Source: an optimization exercise on an open RTL-to-GDS flow (aim: small area, a short achievable clock period and few clock cycles). Production flows keep margins and buffers that such runs may drop.
In this exercise RTL edits were held to simulation tests only and were not proved equivalent to the original.
No activity file was given, so power comes from the tool's default toggle rates.

Setup of lane 1:
Design lampFPU_top, start of the top module:
module lampFPU_top (
	clk, rst,
	flush_i, padv_i,
	opcode_i, rndMode_i, op1_i, op2_i,
	result_o, isResultValid_o, isReady_o
);
	localparam logic [127:0] DIVR_B0 = 128'h00000000000000000000000000000000;
	localparam logic [127:0] DIVR_B1 = 128'h00000000000000000000000000000000;
	localparam logic [127:0] DIVR_B2 = 128'h00000000000000000000000000000000;
	localparam logic [127:0] DIVR_B3 = 128'h00aaaa00aaaa00aa00aa00aa0000aaaa;
	localparam logic [127:0] DIVR_B4 = 128'h00666600666600660066006600006666;
	localparam logic [127:0] DIVR_B5 = 128'h001e1eaa1e1e001eaa1e001eaa001e1e;
	localparam logic [127:0] DIVR_B6 = 128'h00fe0166ab54005466fe00fe6600abfe;
	localparam logic [127:0] DIVR_B7 = 128'h0001ff1e66cdaa981eab00541eaa99fe;
	localparam logic [127:0] DIVR_B8 = 128'h00aaaafe4b6966e0ab660067ab6687fe;
	localparam logic [127:0] DIVR_B9 = 128'h00666654738e1e55cce1aa87661e2a54;
	localparam logic [127:0] DIVR_B10 = 128'h001e1ecdd6a5ab66f0e066524bfe6667;
	localparam logic [127:0] DIVR_B11 = 128'haaab54969b36338700e01e3126ab4b87;
	localparam logic [127:0] DIVR_B12 = 128'h6666cdb2496d6952aa4aab5a4b338c07;
	localparam logic [127:0] DIVR_B13 = 128'h1e1e3c71c71ce73199d99936d9695aad;
	localparam logic [127:0] DIVR_B14 = 128'h01fe03f03f03e0f0783878f1c718c663;
	localparam logic [127:0] DIVR_B15 = 128'h0001fff000ffe00ff807f80fc0f83e1f;
	localparam logic [127:0] DIVR_B16 = 128'h0000000fffffe00007fff8003ff801ff;
	localparam logic [127:0] DIVR_B17 = 128'h0000000000001ffffffff8000007ffff;
	localparam logic [127:0] DIVR_B18 = 128'h0000000000000000000007ffffffffff;
	localparam logic [127:0] DIVR_B19 = 128'hffffffffffffffffffffffffffffffff;
	localparam logic [511:0] SQRT_B0 = 512'hfffffffffffffffffffffffffffffffceffffffffffefffffffbfeffffffffffffffffffffbffefffffffffffffffffcffffffffffdffffffffffdffffffffff;
	localparam logic [511:0] SQRT_B1 = 512'h4b4b5ad5aad55554ab52d24d998e3c0026664c9b24da49696b56aa5552a94b6cb696d2d2d2d6b4ad6a56ad56aa55555655555556aab55ab56a5294b496db6db2;
	localparam logic [511:0] SQRT_B2 = 512'hc738c63399cccccd99364924b4a56aaa1e1e3c78e3c638e718ce66333664d92538e71ce31ce738ce7398ce67339999989999999b33266cd9b364d926db6db6db;
	localparam logic [511:0] SQRT_B3 = 512'h3f07c1f0783c3c3c78f1c71c739ce66601fe03f81fc1f81f07c1e1f0f1e3c71c3f07e0fc1f07c0f07c1f0f87c3e1e1e0e1e1e1e3c3c78f1e3c78e1c71c71c71c;
  ...
clock: 15.0 ns
lec_check: 0
abc_area: 1
cap_margin: 20
core_margin: 2
core_utilization: 40
gpl_routability_driven: 0
place_density: 0.75
setup_slack_margin: 5
slew_margin: 20
standard.sh (not shown) runs the stock make flow with config.mk's settings and CLKGATE_MAP_FILE= SYNTH_SCRIPT=/design/flow/synth_recipe.tcl, a recipe that flattens the netlist after the stock synthesis.
==> flow/flow/run.sh <==
#!/bin/bash
set -euo pipefail
bash standard.sh SETUP_SLACK_MARGIN=6 "BUFFER_PORTS_ARGS=-buffer_cell sky130_fd_sc_hd__buf_2" finish > standard.log 2>&1
Testbench counts of lane 1, summed over its fixed seeds: cycles 20,075.
Input-level comparison between lane 2 and lane 1:
- GPL_ROUTABILITY_DRIVEN removed (was 0)
- PLACE_DENSITY removed (was 0.75)
==> flow/flow/run.sh <==
#!/bin/bash
set -euo pipefail
bash standard.sh SETUP_SLACK_MARGIN=6 finish > standard.log 2>&1
### Flow results
Changes observed in lane 2 relative to lane 1: setup slack on the worst flop-to-flop path decreased by 210 ps relative to the old numbers; routed wire length now larger; final design instance area without fill rose by 3.6%; via count went down 476; total power went up by about 8%. Of lane 2 and lane 1, the lower share of power burned in combinational logic belongs to lane 1. Maximum vdd ir drop (lane 1 / lane 2): 1.3. Number of cells on the critical path was higher in the run labelled lane 2. Compared with lane 1, lane 2 shows signal arrival time at the worst endpoint higher by 50 ps. Comparing lane 2 and lane 1, the lower multi-input gate share of total cell area was measured on lane 2.
Relative to lane 2, the following input files were edited for lane 3:
==> flow/flow/run.sh <==
#!/bin/bash
set -euo pipefail
bash standard.sh SETUP_SLACK_MARGIN=6.5 "BUFFER_PORTS_ARGS=-buffer_cell sky130_fd_sc_hd__buf_2" finish > standard.log 2>&1
--- outcome ---
Lane 3 does better than lane 2 on post-placement setup slack.
Compared with lane 2, in lane 3 part of the total power dissipated in combinational logic has increased; aggregate global-route resource usage down 0.18 points.
diff inputs: lane 3 => lane 4
- putting PLACE_DENSITY at 0.85 where nothing was set
- putting CELL_PAD_IN_SITES_DETAIL_PLACEMENT at 0 where nothing was set
- putting CELL_PAD_IN_SITES_GLOBAL_PLACEMENT at 0 where nothing was set
==> flow/flow/run.sh <==
#!/bin/bash
set -euo pipefail
bash standard.sh SETUP_SLACK_MARGIN=6 "BUFFER_PORTS_ARGS=-buffer_cell sky130_fd_sc_hd__buf_2" finish > standard.log 2>&1
### Flow results
Lane 4 did not stop at any stage, and its layout met the timing, DRC and antenna checks. Diff lane 4..lane 3 | cell area after synthesis | unchanged. Critical path depth: lane 3 and lane 4 compared, higher one is lane 4. Lane 4 ends up with a area growth from synthesis to layout that is 5.7 points lower than in lane 3. Fmax, lane 4 vs lane 3: down by a few percent. Proportion of final cell area spent on non-clock buffers was lower in lane 4 than in lane 3. Summary of lane 4 over lane 3: detailed-route wire length now sits lower, biggest fanout along the worst timing path moved up, count of plain and timing-repair buffers down 30%.
For lane 5, these inputs were changed with respect to lane 4:
- removing CELL_PAD_IN_SITES_DETAIL_PLACEMENT (formerly 0)
- removing PLACE_DENSITY (formerly 0.85)
- removing CELL_PAD_IN_SITES_GLOBAL_PLACEMENT (formerly 0)
==> flow/flow/run.sh <==
#!/bin/bash
set -euo pipefail
bash standard.sh SETUP_SLACK_MARGIN=5.5 finish > standard.log 2>&1
- Of lane 4 and lane 5, the run reporting the higher per-cell via count in the routed design was lane 4.
- From lane 4 to lane 5 the numbers moved as follows: flip-flop and latch count did not really move, via count went down, critical path depth went up, sequential power did not really move, count of nets left with antenna violations after detail routing did not really move.
- Compared with lane 4, lane 5 shows a first-pass GRT wire length that is 10,000 um higher.
- Lane 5 vs. lane 4: non-clock buffer count went up by 6.

==> static timing again, ports no longer ideal <==
How much do the figures lean on ideal ports? The routed layouts below were timed once more, with nothing changed but the port constraints. Step 1: set_driving_cell puts a clkbuf_16 on clk and a buf_2 on each other input, an assumption about the parent block. Step 2 times the ports against the registers' clock, not the clock port: input delays grow and output delays shrink by t, the midpoint of the rising clock arrivals with the driver on. a / b / c = no drivers / after step 1 / after step 2; a / b = the first two.
run	shift t [ns]	setup slack, ns	worst hold slack (ns)	worst register clock-pin slew, ns
lane 1	0.415	6.296 / 6.239 / 5.963	0.543 / 0.543 / 0.543	0.07 / 0.07
lane 2	0.422	6.252 / 6.197 / 5.880	0.514 / 0.514 / 0.514	0.08 / 0.08
lane 3	0.412	6.587 / 6.601 / 6.189	0.537 / 0.537 / 0.537	0.07 / 0.07
lane 4	0.420	6.251 / 6.198 / 5.805	0.520 / 0.520 / 0.520	0.08 / 0.08
lane 5	0.423	5.841 / 5.801 / 5.453	0.513 / 0.513 / 0.513	0.08 / 0.08
After both steps setup and hold are still met in every run listed. The setup slack of lane 4, which loses most, moves by -0.053 ns with the drivers and by -0.446 ns with both steps.
